What follows belongs to an exercise in optimizing a design on an open flow for small area and a short achievable clock period; a production flow would make more cautious choices.
At most, simulation tests tie the RTL to the original design; equivalence was not proved.
Power and IR drop assume default switching activity.

==> inputs of v18 <==
==> flow/design.v (excerpt) <==
module swt16_top (
    input             clock,
    input             reset,
    output     [11:0] out_pmem_addr,
    input      [15:0] in_pmem_word,
    output     [11:0] out_dmem_rd_addr,
    input      [15:0] in_dmem_rd_word,
    output     [11:0] out_dmem_wr_addr,
    output     [15:0] out_dmem_wr_word,
    output            out_dmem_write_en,
    output            out_nop_in_WB
);
clock: 10.5 ns
lec_check: 0
abc_clock_period_in_ps: 4000
cap_margin: 20
core_margin: 2
core_utilization: 60
setup_slack_margin: 5
slew_margin: 20
standard.sh (not shown) runs the stock make flow with config.mk's settings and CLKGATE_MAP_FILE= SYNTH_SCRIPT=/design/flow/synth_recipe.tcl, a recipe that flattens the netlist after the stock synthesis.
==> flow/flow/run.sh <==
#!/bin/bash
# Standard ORFS flow with two layout changes: port buffers use the smallest
# buffer cell (the resizer upsizes where needed), and clock tree synthesis
# adds no dummy loads.
set -uo pipefail
export BUFFER_PORTS_ARGS="-buffer_cell sky130_fd_sc_hd__buf_1"
export CTS_ARGS="-sink_clustering_enable -repair_clock_nets -dont_use_dummy_load -buf_list sky130_fd_sc_hd__clkbuf_8"
bash standard.sh synth > synth.log 2>&1 || exit 1
bash standard.sh finish > layout.log 2>&1 || exit 1
==> v26 (differences from v18) <==
--- a/flow/design.v
+++ b/flow/design.v
@@ -395,21 +395,21 @@
     wire [15:0] sh_res  = e_sll ? rev16(sh_y) : sh_y;
     wire s_add = e_add & ~e_flush & ~e_jmp;
     wire s_mul = e_mul & ~e_flush;
     wire s_shf = (e_sll | e_srl | e_sra) & ~e_flush;
     wire s_and = e_and & ~e_flush;
     wire s_or  = e_or  & ~e_flush;
     wire s_xor = e_xor & ~e_flush;
-    wire [15:0] e_rest = ({16{s_add}} & sum)
+    wire [15:0] e_res = ({16{s_add}} & sum)
+                      | ({16{s_mul}} & prod)
                       | ({16{s_shf}} & sh_res)
                       | ({16{s_and}} & (e_a & e_b))
                       | ({16{s_or}}  & (e_a | e_b))
                       | ({16{s_xor}} & (e_a ^ e_b))
                       | ({16{e_jmp}} & e_c);
-    wire [15:0] e_res = ({16{s_mul}} & prod) | e_rest;
     wire        e_ld  = e_ldw | e_ldbs | e_ldbu;
     wire        e_st  = e_stw | e_stb;
     wire [3:0]  e_rdx = e_flush ? 4'd0 : e_rd;
     assign out_dmem_rd_addr  = (~e_flush & e_ld) ? addr : 12'd0;
     assign out_dmem_wr_addr  = (~e_flush & e_st) ? addr : 12'd0;
     assign out_dmem_wr_word  = e_st ? e_c : 16'd0;
     assign out_dmem_write_en = e_stw & ~e_flush;
@@ -520,101 +520,62 @@
     wire b_s1   = j_jalr | j_lh | j_lb | j_lbu;
     wire b_immA = u_lil;
     wire b_pc   = o_br1 | j_apc;
     wire c_s1   = o_stw | o_stb;
     wire [3:0]  immA = d_iw[15:12];
     wire [15:0] d_imm = f_bub ? 16'd0 : f_iw;
     wire [11:0] link = c1 ? f_pc : d_pc + 12'd2;
-    wire [15:0] s1e = hitM1 ? m_out : rv1 ? rf1 : 16'd0;    
-    wire [15:0] s2e = hitM2 ? m_out : rv2 ? rf2 : 16'd0;
-    wire ka_1x = ~kill & a_s1 & hitE1;
-    wire kb_2x = ~kill & b_s2 & hitE2;
-    wire kb_1x = ~kill & b_s1 & hitE1;
-    wire kc_1x = ~kill & c_s1 & hitE1;
-    wire ka_e  = ka_1x;
-    wire kb_e  = kb_2x | kb_1x;
-    wire kc_e  = kc_1x;
-    wire [15:0] a_early = {16{~kill}} & (({16{a_s1 & ~hitE1}} & s1e)
+    wire [15:0] a_nx = ({16{a_s1}}   & s1)
                      | ({16{a_imm}}  & d_imm)
                      | ({16{a_immA}} & {{12{immA[3]}}, immA})
-                     | ({16{a_pc}}   & {4'd0, d_pc}));
-    wire [15:0] b_early = {16{~kill}} & (({16{b_s2 & ~hitE2}} & s2e)
+                     | ({16{a_pc}}   & {4'd0, d_pc});
+    wire [15:0] b_nx = ({16{b_s2}}   & s2)
                      | ({16{b_imm}}  & d_imm)
-                     | ({16{b_s1 & ~hitE1}} & s1e)
+                     | ({16{b_s1}}   & s1)
                      | ({16{b_immA}} & {12'd0, immA})
-                     | ({16{b_pc}}   & {4'd0, d_pc}));
-    wire [15:0] c_early = {16{~kill}} & (({16{c_s1 & ~hitE1}} & s1e)
-                     | ({16{o_jmp}}  & {4'd0, link}));
-    wire [15:0] a_nx = ({16{ka_e & s_mul}} & prod) | ({16{ka_e}} & e_rest) | a_early;
-    wire [15:0] b_nx = ({16{kb_e & s_mul}} & prod) | ({16{kb_e}} & e_rest) | b_early;
-    wire [15:0] c_nx = ({16{kc_e & s_mul}} & prod) | ({16{kc_e}} & e_rest) | c_early;
+                     | ({16{b_pc}}   & {4'd0, d_pc});
+    wire [15:0] c_nx = ({16{c_s1}}   & s1)
+                     | ({16{o_jmp}}  & {4'd0, link});
     wire [11:0] pc_next = stall ? f_pc : set_pc ? addr : f_pc + 12'd2;
     assign out_pmem_addr = pc_next;
     wire [15:0] f_out   = flush_if ? 16'd0 : stall ? f_iw : in_pmem_word;
     wire [15:0] iw_n   = cyc_next ? d_iw : f_out;
     wire [3:0]  rs1_n  = iw_n[11:8];
     wire        isU_n  = (iw_n[3:0] == 4'b0001);
     wire        isR_n  = (iw_n[3:0] >= 4'b0110) && (iw_n[3:0] <= 4'b1110);
     wire        isSR_n = (iw_n[3:0] == 4'b0011) | isR_n;
     wire [3:0]  rs2_n  = isU_n ? iw_n[7:4] : iw_n[15:12];
     always @(posedge clock or posedge reset) begin
         if (reset) begin
             f_pc    <= 12'hFFE;
             f_bub   <= 1'b0;
-            f_iw    <= 16'd0;
             f_stl   <= 1'b0;
             d_iw    <= 16'd0;
-            d_pc    <= 12'd0;
             d_cyc   <= 1'b0;
             d_flush <= 1'b0;
             d_bub   <= 1'b0;
-            d_rs2   <= 4'd0;
-            d_u1    <= 1'b0;
-            d_u2    <= 1'b0;
-            p_e1    <= 1'b1;
-            p_e2    <= 1'b1;
-            p_z1    <= 1'b1;
-            p_z2    <= 1'b1;
-            p_m1    <= 1'b1;
-            p_m2    <= 1'b1;
         end else begin
             f_pc    <= pc_next;
             f_bub   <= flush_if;
-            f_iw    <= in_pmem_word;
             f_stl   <= stall;
             d_iw    <= iw_n;
-            d_rs2   <= rs2_n;
-            d_u1    <= isSR_n | (iw_n[3:0] == 4'b0010);
-            d_u2    <= isSR_n;
-            p_e1    <= (rs1_n == f_rd);
-            p_e2    <= (rs2_n == f_rd);
-            p_z1    <= (rs1_n == 4'd0);
-            p_z2    <= (rs2_n == 4'd0);
-            p_m1    <= (rs1_n == e_rdx);
-            p_m2    <= (rs2_n == e_rdx);
-            d_pc    <= (cyc_next | (stall & ~f_stl)) ? d_pc : f_pc;
             d_cyc   <= cyc_next;
             d_flush <= flush_dx;
             d_bub   <= f_bub;
         end
     end
     always @(posedge clock or posedge reset) begin
         if (reset) begin
-            e_a <= 16'd0; e_b <= 16'd0; e_c <= 16'd0;
             e_add <= 1'b0; e_neg <= 1'b0; e_mul <= 1'b0; e_sll <= 1'b0; e_srl <= 1'b0;
             e_sra <= 1'b0; e_and <= 1'b0; e_or <= 1'b0; e_xor <= 1'b0;
             e_beq <= 1'b0; e_bgt <= 1'b0; e_blt <= 1'b0; e_br1 <= 1'b0; e_jmp <= 1'b0;
             e_ldw <= 1'b0; e_ldbs <= 1'b0; e_ldbu <= 1'b0; e_stw <= 1'b0; e_stb <= 1'b0;
             e_wr <= 1'b0; e_vex <= 1'b0; e_vmem <= 1'b0;
-            e_rd <= 4'd0;
             e_flush <= 1'b0; e_nop <= 1'b1; e_c0 <= 1'b0;
         end else begin
-            e_a    <= a_nx;
-            e_b    <= b_nx;
-            e_c    <= c_nx;
             e_add  <= ~kill & o_add;
             e_neg  <= ~kill & (r_sub | o_br0);
             e_mul  <= ~kill & r_mul;
             e_sll  <= ~kill & r_sll;
             e_srl  <= ~kill & r_srl;
             e_sra  <= ~kill & r_sra;
             e_and  <= ~kill & r_and;
@@ -629,37 +590,52 @@
             e_ldbs <= ~kill & o_ldbs;
             e_ldbu <= ~kill & o_ldbu;
             e_stw  <= ~kill & o_stw;
             e_stb  <= ~kill & o_stb;
             e_wr   <= ~kill & o_wr;
             e_vex  <= ~kill & o_vex;
             e_vmem <= ~kill & o_vmem;
-            e_rd   <= f_rd;
             e_flush <= flush_dx;
             e_nop  <= (d_iw == 16'd0) & ~stall & ~d_flush & ~d_bub & ~d_cyc;
             e_c0   <= ~e_flush & c0;
         end
     end
     always @(posedge clock or posedge reset) begin
         if (reset) begin
-            m_res <= 16'd0; m_rd <= 4'd0;
             m_wr <= 1'b0; m_vmem <= 1'b0; m_ldw <= 1'b0; m_ldbs <= 1'b0; m_ldbu <= 1'b0;
-            m_a0 <= 1'b0; m_nop <= 1'b1;
+            m_nop <= 1'b1;
         end else begin
-            m_res  <= e_res;
-            m_rd   <= e_rdx;
             m_wr   <= e_wr & ~e_flush;
             m_vmem <= e_vmem;
             m_ldw  <= e_ldw  & ~e_flush;
             m_ldbs <= e_ldbs & ~e_flush;
             m_ldbu <= e_ldbu & ~e_flush;
-            m_a0   <= addr[0];
             m_nop  <= e_nop & ~e_flush;
         end
     end
+    always @(posedge clock) begin
+        f_iw   <= in_pmem_word;
+        d_rs2   <= rs2_n;
+        d_u1    <= isSR_n | (iw_n[3:0] == 4'b0010);
+        d_u2    <= isSR_n;
+        p_e1    <= (rs1_n == f_rd);
+        p_e2    <= (rs2_n == f_rd);
+        p_z1    <= (rs1_n == 4'd0);
+        p_z2    <= (rs2_n == 4'd0);
+        p_m1    <= (rs1_n == e_rdx);
+        p_m2    <= (rs2_n == e_rdx);
+        d_pc    <= (cyc_next | (stall & ~f_stl)) ? d_pc : f_pc;
+        e_a    <= a_nx;
+        e_b    <= b_nx;
+        e_c    <= c_nx;
+        e_rd   <= f_rd;
+        m_res  <= e_res;
+        m_rd   <= e_rdx;
+        m_a0   <= addr[0];
+    end
     assign rf_flat[15:0] = 16'd0;
     assign rf_vld[0] = 1'b0;
     genvar g;
     generate
         for (g = 1; g < 16; g = g + 1) begin : regs
             reg [15:0] q;
             reg        v;
==> flow/flow/run.sh (replaced) <==
#!/bin/bash
# Standard ORFS flow with two layout changes: port buffers use the smallest
# buffer cell (the resizer upsizes where needed), and clock tree synthesis
# adds no dummy loads.
set -uo pipefail
export BUFFER_PORTS_ARGS="-buffer_cell sky130_fd_sc_hd__buf_1"
export CTS_ARGS="-sink_clustering_enable -repair_clock_nets -dont_use_dummy_load -buf_list sky130_fd_sc_hd__clkbuf_8 -sink_clustering_size 14 -sink_clustering_max_diameter 60"
bash standard.sh synth > synth.log 2>&1 || exit 1
bash standard.sh finish > layout.log 2>&1 || exit 1
==> v17 (differences from v18) <==
==> flow/run.sh (new file) <==
#!/bin/bash
# synth_recipe.tcl (not shown) runs the flow's synth.tcl, then flattens the netlist and writes it again
# the make line also repeats each setting of config.mk as NAME=value (left out here)
make -C /OpenROAD-flow-scripts/flow DESIGN_CONFIG=/design/flow/config.mk WORK_HOME=/design/flow/orfs CLKGATE_MAP_FILE= SYNTH_SCRIPT=/design/flow/synth_recipe.tcl finish
removed: flow/flow/run.sh
removed: flow/standard.sh
==> Flow_metrics.wiki <==
{| class="wikitable"
! Metric !! Value
|-
| Run status || finished clean
|-
| Layout multi-input combinational cell count || about 1900
|-
| Area of all placed cells without fillers || between 20000 and 30000 um^2
|-
| Number of buffers and inverters on the critical path || 6
|-
| Vias per cell || 7.25
|-
| Share of the synthesized netlist area taken by xor and xnor gates || 0.0285
|-
| Combinational logic power || 0.00392 W
|-
| Met2 routed wirelength || 44300 um
|-
| Core footprint || between 40000 and 50000 um^2
|-
| Wire length of the first global-routing pass || 151000 um
|-
| Starting density of the core || 0.606
|-
| Starting DRT DRC Count || 4488
|}
That was v18.
==> Flow_metrics.wiki <==
{| class="wikitable"
! Metric !! Value
|-
| Run status || finished clean
|-
| Core footprint || 44000 um^2
|-
| Area of all placed cells without fillers || a little over 30000 um^2
|-
| Share of the synthesized netlist area taken by xor and xnor gates || 0.0285
|-
| Starting DRT DRC Count || 4737
|-
| Met2 routed wirelength || 43200 um
|-
| Starting density of the core || 0.606
|-
| Layout multi-input combinational cell count || around 1900
|}
That was v17.
==> Flow_metrics.wiki <==
{| class="wikitable"
! Metric !! Value
|-
| Run status || finished clean
|-
| Area of all placed cells without fillers || around 28000 um^2
|-
| Wire length of the first global-routing pass || 138000 um
|-
| Starting DRT DRC Count || 3926
|-
| Vias per cell || 7.23
|-
| Combinational logic power || 0.00341 W
|-
| Layout multi-input combinational cell count || 1696
|-
| Met2 routed wirelength || approximately 43000 um
|}
That was v26.
The RTL of v26 was laid out without a check of its function.

## afterwards: timing with drivers on the ports
The flow's constraints put no driver on any port. The routed layouts listed below were extracted and timed again, unchanged, in two steps.
Step 1 sets driving cells, clkbuf_16 on the clock port and buf_2 on the other inputs (assumed; they add their load-dependent delay and slew).
Step 2 adds t to the input delays and takes it off the output delays; t is the mean of the earliest and latest rising clock arrival at the registers after step 1. Input paths then give back, and output paths get back, about the clock's delay inside the block.
Slacks: ideal / step 1 / step 2; pairs: ideal / step 1.
run | shift t [ns] | slack for setup (ns) | worst setup path at the end | clock arrival spread, ns | worst register clock-pin slew, ns
v18 | 0.680 | 4.942 / 4.882 / 5.023 | register to register | 0.081 / 0.081 | 0.07 / 0.07
v26 | 0.651 | 4.836 / 4.781 / 4.949 | register to register | 0.108 / 0.108 | 0.09 / 0.09
v17 | 0.655 | 4.871 / 4.812 / 4.851 | input to register | 0.021 / 0.021 | 0.07 / 0.07
After both steps setup and hold are still met in every run listed. For v17, which loses most, drivers alone change the setup slack by -0.059 ns; drivers and shift together by -0.020 ns.
